Background: an optimization exercise with open tools, aiming at small area. Do not read the settings as production practice.
Only simulation tests tie the RTL to the original design; equivalence was not proved.
Power figures rest on the tool's default switching activity, not on a simulated workload.

==> flow/design.v <==
`default_nettype none
module flashNavigator
#(
  parameter STARTUP_WAIT = 32'd1000
)
(
    input wire clk,
    input wire rst,
    output reg flashClk,
    input wire flashMiso,
    output reg flashMosi,
    output reg flashCs,
    input wire [5:0] charAddress,
    output wire [7:0] charOutput,
    input wire btn1,
    input wire btn2
);
localparam [32:0] SEQ_START = 33'd446;
reg [23:3] readAddress;
reg [32:0] counter;
reg busy;
reg done;
reg dataReady;
reg bufValid;
reg [263:0] ring0;
reg [263:0] ring1;
reg dispSel;           
reg [5:0] psi;         
wire [10:0] c = counter[10:0];
wire waitOver = (counter > STARTUP_WAIT);
wire start = !busy && !done && waitOver && btn1 && btn2;
wire [4:0] addrIdx = ~c[5:1];
wire [23:0] fullAddr = {readAddress, 3'b000};
wire addrBit = fullAddr[addrIdx];
wire inCmd = (c[9:0] == 10'd447) || (c[9:4] == 6'b011100 && c[3:0] != 4'hf);
wire mosiOne = (c[9:4] == 6'b011100 && c[3:0] >= 4'd11);
wire inAddr = (c[9:6] == 4'b0111 && c[5:4] != 2'b00);
wire sample = busy && c[9] && c[0];
wire swap = done && !dataReady;
always @(posedge clk) begin
  if (rst) begin
    flashClk <= 1'b0;
    flashMosi <= 1'b0;
    flashCs <= 1'b1;
    readAddress <= 21'd0;
    counter <= 33'd0;
    busy <= 1'b0;
    done <= 1'b0;
    dataReady <= 1'b0;
    bufValid <= 1'b0;
  end else begin
    flashCs <= !busy;
    flashClk <= busy && (c[0] ^ inCmd);
    flashMosi <= busy && (mosiOne || (inAddr && addrBit));
    if (start) begin
      busy <= 1'b1;
      dataReady <= 1'b0;
      counter <= SEQ_START;
    end else if (done) begin
      counter <= STARTUP_WAIT;
      dataReady <= 1'b1;
      bufValid <= 1'b1;
      if (!btn1) begin
        readAddress <= readAddress + 21'd3;
        done <= 1'b0;
      end else if (!btn2) begin
        readAddress <= readAddress - 21'd3;
        done <= 1'b0;
      end
    end else begin
      counter <= counter + 33'd1;
      if (busy && c[10]) begin
        busy <= 1'b0;
        done <= 1'b1;
      end
    end
  end
end
wire [7:0] injBit;
genvar gi;
generate
  for (gi = 0; gi < 8; gi = gi + 1) begin : inj
    assign injBit[gi] = sample && c[3:1] == 7 - gi;
  end
endgenerate
reg [263:0] next0, next1;
integer k;
always @(*) begin
  next0 = {ring0[255:0], ring0[263:256]};
  next1 = {ring1[255:0], ring1[263:256]};
  for (k = 0; k < 8; k = k + 1) begin
    if (injBit[7 - k] && dispSel)
      next0[16*k + 7 - k] = flashMiso;
    if (injBit[7 - k] && !dispSel)
      next1[16*k + 7 - k] = flashMiso;
  end
end
always @(posedge clk) begin
  ring0 <= next0;
  ring1 <= next1;
  if (swap) begin
    dispSel <= !dispSel;
    psi <= 6'd1;
  end else
    psi <= (psi >= 6'd31) ? psi - 6'd31 : psi + 6'd2;
end
reg [7:0] chosenByte;
reg [3:0] dataNib;
reg [3:0] addrNib;
reg [6:0] charOut;
function [6:0] hex;
  input [3:0] v;
  hex = (v <= 4'd9) ? 7'd48 + v : 7'd55 + v;
endfunction
wire [4:0] b = charAddress[5:1];
wire [6:0] qsum = psi + b;
wire [5:0] q = (qsum >= 7'd33) ? qsum - 7'd33 : qsum[5:0];
reg [32:0] hot;
reg [7:0] pick;
integer s;
always @(*) begin
  for (s = 0; s < 33; s = s + 1)
    hot[s] = (q == ((2*s) % 33));
  pick = 8'd0;
  for (s = 0; s < 33; s = s + 1)
    pick = pick | ({8{bufValid && !dispSel && hot[s]}} & ring0[s*8 +: 8])
                | ({8{bufValid && dispSel && hot[s]}} & ring1[s*8 +: 8]);
end
reg [3:0] addrNibNext;
always @(*) begin
  case (charAddress[3:0])
    4'd8:  addrNibNext = readAddress[23:20];
    4'd9:  addrNibNext = readAddress[19:16];
    4'd10: addrNibNext = readAddress[15:12];
    4'd11: addrNibNext = readAddress[11:8];
    4'd12: addrNibNext = readAddress[7:4];
    4'd13: addrNibNext = {readAddress[3], 3'b000};
    default: addrNibNext = 4'd0;
  endcase
end
always @(posedge clk) begin
  if (rst) begin
    chosenByte <= 8'd0;
    dataNib <= 4'd0;
    addrNib <= 4'd0;
    charOut <= 7'd0;
  end else begin
    chosenByte <= pick;
    dataNib <= charAddress[0] ? chosenByte[3:0] : chosenByte[7:4];
    addrNib <= addrNibNext;
    if (charAddress[5:4] == 2'b11) begin
      case (charAddress[3:0])
        4'd0: charOut <= "A";
        4'd1: charOut <= "d";
        4'd2: charOut <= "d";
        4'd3: charOut <= "r";
        4'd4: charOut <= ":";
        4'd6: charOut <= "0";
        4'd7: charOut <= "x";
        4'd8, 4'd9, 4'd10, 4'd11, 4'd12, 4'd13: charOut <= hex(addrNib);
        4'd15: charOut <= dataReady ? " " : "L";
        default: charOut <= " ";
      endcase
    end else
      charOut <= hex(dataNib);
  end
end
assign charOutput = {1'b0, charOut};
endmodule
clock: 10.0 ns
lec_check: 0
cap_margin: 20
core_margin: 2
core_utilization: 40
cts_buf_list: sky130_fd_sc_hd__clkbuf_8
place_density: 0.6
slew_margin: 20
run.sh (not shown) runs the stock make flow with config.mk's settings and CLKGATE_MAP_FILE= SYNTH_SCRIPT=/design/flow/synth_recipe.tcl, a recipe that flattens the netlist after the stock synthesis.
==> next run, changes <==
- CTS_BUF_LIST: sky130_fd_sc_hd__clkbuf_8 -> sky130_fd_sc_hd__clkbuf_4
What happened:
- The changed run finished clean
- global-route usage went up by 0.35 points
- design area goes down by 1.4%
- via count is higher by 1.8%
- non-clock buffer count does not change
- synthesized area does not change
- power goes down by 4.8%
- worst setup slack improves by 0.23 ns
- sequential cell count is unchanged
- cell count climbs by 3.2%
- worst hold slack degrades by 0.011 ns
- fmax grows by 3.3%

what the ideal ports hide:
The results above use ideal ports. As a check the final layouts listed here were re-extracted and re-timed, cells and wires unchanged.
Step 1 sets driving cells, clkbuf_16 on the clock port and buf_2 on the other inputs (assumed; they add their load-dependent delay and slew).
Step 2, shift: input delay + t, output delay - t, t = (earliest + latest rising clock arrival at the registers) / 2. This alone moves slack from input paths to output paths.
Slacks: ideal / step 1 / step 2; pairs: ideal / step 1.
| run | t (ns) | setup WS [ns] | clock arrival spread, ns |
|---|---|---|---|
| the first run | 0.754 | 2.828 / 2.856 / 2.102 | 0.063 / 0.063 |
| the second run | 1.008 | 3.057 / 3.087 / 2.079 | 0.075 / 0.075 |
After both steps setup and hold are still met in every run listed. The setup slack of the second run, which loses most, moves by +0.030 ns with the drivers and by -0.978 ns with both steps.
